Source: an optimization exercise on an open RTL-to-GDS flow (aim: small area). Production flows keep margins and buffers that such runs may drop.
The RTL was checked by simulation tests, not by an equivalence proof against the original design.
Power is estimated from default activity; no workload was simulated.

==> build 74 <==
## pcie_axi_master
module pcie_axi_master #
(
    parameter TLP_DATA_WIDTH = 64,
    parameter TLP_STRB_WIDTH = TLP_DATA_WIDTH/32,
    parameter TLP_HDR_WIDTH = 128,
    parameter TLP_SEG_COUNT = 1,
    parameter AXI_DATA_WIDTH = TLP_DATA_WIDTH,
    parameter AXI_ADDR_WIDTH = 64,
    parameter AXI_STRB_WIDTH = (AXI_DATA_WIDTH/8),
    parameter AXI_ID_WIDTH = 8,
    parameter AXI_MAX_BURST_LEN = 256,
    parameter TLP_FORCE_64_BIT_ADDR = 0
)
(
    input  wire                                    clk,
    input  wire                                    rst,
    input  wire [TLP_DATA_WIDTH-1:0]               rx_req_tlp_data,
    input  wire [TLP_SEG_COUNT*TLP_HDR_WIDTH-1:0]  rx_req_tlp_hdr,
    input  wire [TLP_SEG_COUNT-1:0]                rx_req_tlp_valid,
    input  wire [TLP_SEG_COUNT-1:0]                rx_req_tlp_sop,
    input  wire [TLP_SEG_COUNT-1:0]                rx_req_tlp_eop,
    output wire                                    rx_req_tlp_ready,
    output wire [TLP_DATA_WIDTH-1:0]               tx_cpl_tlp_data,
    output wire [TLP_STRB_WIDTH-1:0]               tx_cpl_tlp_strb,
    output wire [TLP_SEG_COUNT*TLP_HDR_WIDTH-1:0]  tx_cpl_tlp_hdr,
    output wire [TLP_SEG_COUNT-1:0]                tx_cpl_tlp_valid,
    output wire [TLP_SEG_COUNT-1:0]                tx_cpl_tlp_sop,
    output wire [TLP_SEG_COUNT-1:0]                tx_cpl_tlp_eop,
    input  wire                                    tx_cpl_tlp_ready,
    output wire [AXI_ID_WIDTH-1:0]                 m_axi_awid,
    output wire [AXI_ADDR_WIDTH-1:0]               m_axi_awaddr,
    output wire [7:0]                              m_axi_awlen,
    output wire [2:0]                              m_axi_awsize,
    output wire [1:0]                              m_axi_awburst,
    output wire                                    m_axi_awlock,
    output wire [3:0]                              m_axi_awcache,
    output wire [2:0]                              m_axi_awprot,
    output wire                                    m_axi_awvalid,
    input  wire                                    m_axi_awready,
    output wire [AXI_DATA_WIDTH-1:0]               m_axi_wdata,
    output wire [AXI_STRB_WIDTH-1:0]               m_axi_wstrb,
    output wire                                    m_axi_wlast,
    output wire                                    m_axi_wvalid,
    input  wire                                    m_axi_wready,
    input  wire [AXI_ID_WIDTH-1:0]                 m_axi_bid,
    input  wire [1:0]                              m_axi_bresp,
    input  wire                                    m_axi_bvalid,
    output wire                                    m_axi_bready,
    output wire [AXI_ID_WIDTH-1:0]                 m_axi_arid,
    output wire [AXI_ADDR_WIDTH-1:0]               m_axi_araddr,
    output wire [7:0]                              m_axi_arlen,
    output wire [2:0]                              m_axi_arsize,
    output wire [1:0]                              m_axi_arburst,
    output wire                                    m_axi_arlock,
    output wire [3:0]                              m_axi_arcache,
    output wire [2:0]                              m_axi_arprot,
    output wire                                    m_axi_arvalid,
    input  wire                                    m_axi_arready,
    input  wire [AXI_ID_WIDTH-1:0]                 m_axi_rid,
    input  wire [AXI_DATA_WIDTH-1:0]               m_axi_rdata,
    input  wire [1:0]                              m_axi_rresp,
    input  wire                                    m_axi_rlast,
    input  wire                                    m_axi_rvalid,
    output wire                                    m_axi_rready,
    input  wire [15:0]                             completer_id,
    input  wire [2:0]                              max_payload_size,
    output wire                                    status_error_cor,
    output wire                                    status_error_uncor
);
==> flow/config.mk <==
export PLATFORM = sky130hd
export DESIGN_NAME = pcie_axi_master
export DESIGN_NICKNAME = pcie_axi_master
export VERILOG_FILES = /design/flow/design.v
export SDC_FILE = /design/flow/constraint.sdc
export NUM_CORES = 4
export LEC_CHECK = 0
export CAP_MARGIN = 20
export CORE_MARGIN = 2
export CORE_UTILIZATION = 40
export SLEW_MARGIN = 20
==> flow/constraint.sdc <==
create_clock -name core_clock -period 8.0 [get_ports {clk}]
set_input_delay 1.6000 -clock core_clock [delete_from_list [all_inputs] [get_ports {clk}]]
set_output_delay 1.6000 -clock core_clock [all_outputs]
set_load 0.01 [all_outputs]
standard.sh (not shown) runs the stock make flow with config.mk's settings and CLKGATE_MAP_FILE= SYNTH_SCRIPT=/design/flow/synth_recipe.tcl, a recipe that flattens the netlist after the stock synthesis.
==> flow/flow/run.sh <==
#!/bin/bash
set -e
export CTS_ARGS="-sink_clustering_enable -repair_clock_nets -dont_use_dummy_load -sink_clustering_size 25 -sink_clustering_max_diameter 100"
export BUFFER_PORTS_ARGS="-buffer_cell sky130_fd_sc_hd__buf_1"
bash standard.sh > standard.log 2>&1
==> trial 4: changes against build 74 <==
--- a/flow/design.v
+++ b/flow/design.v
@@ -84,17 +84,14 @@
         $finish;
     end
     if (TLP_STRB_WIDTH*32 != TLP_DATA_WIDTH) begin
         $error("Error: PCIe interface requires dword (32-bit) granularity (instance %m)");
         $finish;
     end
 end
-reg [CL_PORTS-1:0] select_reg, select_ctl, select_next;
-reg drop_reg, drop_ctl, drop_next;
-reg frame_reg, frame_ctl, frame_next;
 reg [TLP_DATA_WIDTH-1:0] out_tlp_data_reg, out_tlp_data_next;
 reg [TLP_STRB_WIDTH-1:0] out_tlp_strb_reg, out_tlp_strb_next;
 reg [IN_TLP_SEG_COUNT*TLP_HDR_WIDTH-1:0] out_tlp_hdr_reg, out_tlp_hdr_next;
 reg [IN_TLP_SEG_COUNT*SEQ_NUM_WIDTH-1:0] out_tlp_seq_reg, out_tlp_seq_next;
 reg [IN_TLP_SEG_COUNT*3-1:0] out_tlp_bar_id_reg, out_tlp_bar_id_next;
 reg [IN_TLP_SEG_COUNT*8-1:0] out_tlp_func_num_reg, out_tlp_func_num_next;
 reg [IN_TLP_SEG_COUNT*4-1:0] out_tlp_error_reg, out_tlp_error_next;
@@ -122,17 +119,14 @@
     assign out_tlp_ready_int = out_tlp_ready;
     assign fifo_half_full = 0;
     assign fifo_watermark = 0;
 end
 endgenerate
 integer seg, port;
 always @* begin
-    select_next = select_reg;
-    drop_next = drop_reg;
-    frame_next = frame_reg;
     out_tlp_data_next = out_tlp_data_reg;
     out_tlp_strb_next = out_tlp_strb_reg;
     out_tlp_hdr_next = out_tlp_hdr_reg;
     out_tlp_seq_next = out_tlp_seq_reg;
     out_tlp_bar_id_next = out_tlp_bar_id_reg;
     out_tlp_func_num_next = out_tlp_func_num_reg;
     out_tlp_error_next = out_tlp_error_reg;
@@ -151,58 +145,36 @@
         out_tlp_seq_next = in_tlp_seq;
         out_tlp_bar_id_next = in_tlp_bar_id;
         out_tlp_func_num_next = in_tlp_func_num;
         out_tlp_error_next = in_tlp_error;
         out_tlp_sop_next = in_tlp_sop;
         out_tlp_eop_next = in_tlp_eop;
         for (seg = 0; seg < IN_TLP_SEG_COUNT; seg = seg + 1) begin
-            if (in_tlp_valid[seg]) begin
-                if (in_tlp_sop[seg]) begin
-                    frame_next = 1'b1;
-                    select_next = 0;
-                    drop_next = 1'b1;
-                    for (port = 0; port < PORTS; port = port + 1) begin
-                        if (select[IN_TLP_SEG_COUNT*port + seg]) begin
-                            select_next = port;
-                            drop_next = 1'b0;
-                        end
-                    end
-                    if (drop[seg]) begin
-                        drop_next = 1'b1;
+            if (in_tlp_valid[seg] && !drop[seg]) begin
+                for (port = 0; port < PORTS; port = port + 1) begin
+                    if (select[IN_TLP_SEG_COUNT*port + seg]) begin
+                        out_tlp_valid_next[IN_TLP_SEG_COUNT*port + seg] = 1'b1;
                     end
                 end
-                if (frame_next && !drop_next) begin
-                    out_tlp_valid_next[IN_TLP_SEG_COUNT*select_next + seg] = 1'b1;
-                end
-                if (in_tlp_eop[seg]) begin
-                    frame_next = 1'b0;
-                    drop_next = 1'b0;
-                end
             end
         end
     end
 end
 always @(posedge clk) begin
-    select_reg <= select_next;
-    drop_reg <= drop_next;
-    frame_reg <= frame_next;
     out_tlp_data_reg <= out_tlp_data_next;
     out_tlp_strb_reg <= out_tlp_strb_next;
     out_tlp_hdr_reg <= out_tlp_hdr_next;
     out_tlp_seq_reg <= out_tlp_seq_next;
     out_tlp_bar_id_reg <= out_tlp_bar_id_next;
     out_tlp_func_num_reg <= out_tlp_func_num_next;
     out_tlp_error_reg <= out_tlp_error_next;
     out_tlp_valid_reg <= out_tlp_valid_next;
     out_tlp_sop_reg <= out_tlp_sop_next;
     out_tlp_eop_reg <= out_tlp_eop_next;
     if (rst) begin
-        select_reg <= 0;
-        drop_reg <= 1'b0;
-        frame_reg <= 1'b0;
         out_tlp_valid_reg <= 0;
     end
 end
 endmodule
 `resetall
 `resetall
 `default_nettype none
@@ -293,23 +265,22 @@
 reg rx_req_tlp_ready_reg, rx_req_tlp_ready_next;
 reg [7:0] m_axi_arlen_reg, m_axi_arlen_next;
 reg m_axi_arvalid_reg, m_axi_arvalid_next;
 reg m_axi_rready_reg, m_axi_rready_next;
 reg [63:0] save_axi_rdata_reg;
 wire [63:0] shift_axi_rdata = offset_reg ? {m_axi_rdata[31:0], save_axi_rdata_reg[63:32]} : m_axi_rdata;
 wire [10:0] max_payload_size_dw = 11'd32 << (max_payload_size > 4 ? 3'd4 : max_payload_size);
-wire        hdr_fmt0 = rx_req_tlp_hdr[125];
 wire [9:0]  hdr_tag = {rx_req_tlp_hdr[119], rx_req_tlp_hdr[115], rx_req_tlp_hdr[79:72]};
 wire [2:0]  hdr_tc = rx_req_tlp_hdr[118:116];
 wire [2:0]  hdr_attr = {rx_req_tlp_hdr[114], rx_req_tlp_hdr[109:108]};
 wire [10:0] hdr_length = {rx_req_tlp_hdr[105:96] == 0, rx_req_tlp_hdr[105:96]};
 wire [15:0] hdr_requester_id = rx_req_tlp_hdr[95:80];
 wire [3:0]  hdr_last_be = rx_req_tlp_hdr[71:68];
 wire [3:0]  hdr_first_be = rx_req_tlp_hdr[67:64];
-wire [63:2] hdr_addr = hdr_fmt0 ? rx_req_tlp_hdr[63:2] : {32'd0, rx_req_tlp_hdr[63:34]};
+wire [63:2] hdr_addr = rx_req_tlp_hdr[63:2];   
 reg [1:0] first_be_offset;
 reg [1:0] last_be_offset;
 reg [2:0] single_dword_len;
 reg [63:0] cur_addr;
 reg [10:0] tlp_dword_count;
 reg tlp_cmd_last;
 reg [31:0] tmp;
@@ -745,20 +716,19 @@
 reg  [63:0] m_axi_wdata_int;
 reg  [7:0]  m_axi_wstrb_int;
 reg         m_axi_wvalid_int;
 reg         m_axi_wlast_int;
 wire        m_axi_wready_int;
 reg         fifo_data_we;
 reg         data_offset;
-wire        hdr_fmt0 = rx_req_tlp_hdr[125];
 wire        hdr_ep = rx_req_tlp_hdr[110];
 wire [10:0] hdr_length = {rx_req_tlp_hdr[105:96] == 0, rx_req_tlp_hdr[105:96]};
 wire [3:0]  hdr_last_be = rx_req_tlp_hdr[71:68];
 wire [3:0]  hdr_first_be = rx_req_tlp_hdr[67:64];
-wire [63:2] hdr_addr = hdr_fmt0 ? rx_req_tlp_hdr[63:2] : {32'd0, rx_req_tlp_hdr[63:34]};
+wire [63:2] hdr_addr = rx_req_tlp_hdr[63:2];   
 wire [63:2] next_addr = {m_axi_awaddr_reg[63:11] + 53'd1, m_axi_awaddr_reg[10:3], 1'b0};
 assign rx_req_tlp_ready = rx_req_tlp_ready_reg;
 assign m_axi_awid = {AXI_ID_WIDTH{1'b0}};
 assign m_axi_awaddr = {m_axi_awaddr_reg, 2'b00};
 assign m_axi_awlen = m_axi_awlen_reg;
 assign m_axi_awsize = 3'd3;
 assign m_axi_awburst = 2'b01;
@@ -1098,14 +1068,16 @@
 wire [TLP_SEG_COUNT*TLP_HDR_WIDTH-1:0]  write_rx_req_tlp_hdr;
 wire [TLP_SEG_COUNT-1:0]                write_rx_req_tlp_valid;
 wire [TLP_SEG_COUNT-1:0]                write_rx_req_tlp_sop;
 wire [TLP_SEG_COUNT-1:0]                write_rx_req_tlp_eop;
 wire                                    write_rx_req_tlp_ready;
 wire [TLP_SEG_COUNT*TLP_HDR_WIDTH-1:0] match_tlp_hdr;
 wire [TLP_SEG_COUNT*2-1:0] select;
+wire [127:0] rx_req_tlp_hdr_addr = {rx_req_tlp_hdr[127:64],
+    rx_req_tlp_hdr[125] ? rx_req_tlp_hdr[63:2] : {32'd0, rx_req_tlp_hdr[63:34]}, 2'b00};
 generate
     genvar n;
     for (n = 0; n < TLP_SEG_COUNT; n = n + 1) begin
         assign select[n*2+1] = match_tlp_hdr[n*TLP_HDR_WIDTH+126];
         assign select[n*2+0] = !select[n*2+1];
     end
 endgenerate
@@ -1119,15 +1091,15 @@
     .FIFO_ENABLE(0)
 )
 pcie_tlp_demux_inst (
     .clk(clk),
     .rst(rst),
     .in_tlp_data(rx_req_tlp_data),
     .in_tlp_strb(0),
-    .in_tlp_hdr(rx_req_tlp_hdr),
+    .in_tlp_hdr(rx_req_tlp_hdr_addr),
     .in_tlp_bar_id(0),
     .in_tlp_func_num(0),
     .in_tlp_error(0),
     .in_tlp_valid(rx_req_tlp_valid),
     .in_tlp_sop(rx_req_tlp_sop),
     .in_tlp_eop(rx_req_tlp_eop),
     .in_tlp_ready(rx_req_tlp_ready),
==> flow/flow/run.sh (replaced) <==
#!/bin/bash
set -e
export CTS_ARGS="-sink_clustering_enable -repair_clock_nets -dont_use_dummy_load -sink_clustering_size 16 -sink_clustering_max_diameter 70 -buf_list sky130_fd_sc_hd__clkbuf_8"
export BUFFER_PORTS_ARGS="-buffer_cell sky130_fd_sc_hd__buf_1"
bash standard.sh > standard.log 2>&1
- CAP_MARGIN: 20 -> 5
- CORE_UTILIZATION: 40 -> 60
- SLEW_MARGIN: 20 -> 5
==> qor summary <==
quantity	build 74	trial 4
Run status	finished clean	finished clean
Met1 Wirelength	106000 um	98300 um
Terminus of the critical flop-to-flop path	pcie_axi_master_wr_inst.out_fifo_mem[15][69]$_DFFE_PP_	pcie_axi_master_wr_inst.out_fifo_mem[16][69]$_DFFE_PP_
Count of different cell masters after synthesis	93	79
Sequential Power Share	58.7%	60.3%
Reg-to-reg critical path startpoint	pcie_tlp_demux_inst.out_tlp_hdr_reg[101]$_DFFE_PN_	pcie_tlp_demux_inst.out_tlp_hdr_reg[98]$_DFFE_PN_
Total stage count of the critical path	19	18
Multiplexer share of the synthesized area	3.72%	3.73%
Overall die height	483 um	395 um
Synthesized-area fraction occupied by xor and xnor cells	1.42%	1.43%
Area of combinational cells with multiple inputs	0.0200 sq mm	0.0200 sq mm
Critical path startpoint	pcie_tlp_demux_inst.out_tlp_hdr_reg[101]$_DFFE_PN_	pcie_tlp_demux_inst.out_tlp_hdr_reg[98]$_DFFE_PN_
Global Route met1 Usage	29.3%	44.0%
Via count of the first global-routing pass	51100	50200
Routed met2 length	122000 um	115000 um
Tap cell count	3009	2030
Data-path buffer share of cell area in the final layout	3.27%	3.20%
Area fraction in compound gates after synthesis	9.49%	9.13%
Register clock-pin slew on the reported worst setup and hold paths	0.10 ns	0.09 ns
Tot Pwr	25.4 mW	25.1 mW
Sequential share of cell area	69.9%	71.2%

[separate check: timing with driven ports]
Ports are ideal in the flow. The routed layouts listed here were re-timed in OpenROAD. Step 1, drivers: a clkbuf_16 drives clk and a buf_2 each remaining input, both assumed. Step 2 also shifts input and output timing later by t, the mid clock arrival at the registers, as if the neighbouring blocks saw the same clock. a / b / c = ideal ports / drivers / drivers and shift; a / b = the first two.
run | t (ns) | setup WS [ns] | worst register clock-pin slew, ns | worst slew at a driven data input, ns
build 74 | 0.841 | 0.963 / 0.963 / 0.963 | 0.10 / 0.10 | 0.13
trial 4 | 0.941 | 1.072 / 1.072 / 1.072 | 0.11 / 0.11 | 0.16
After both steps every run listed still meets setup and hold.
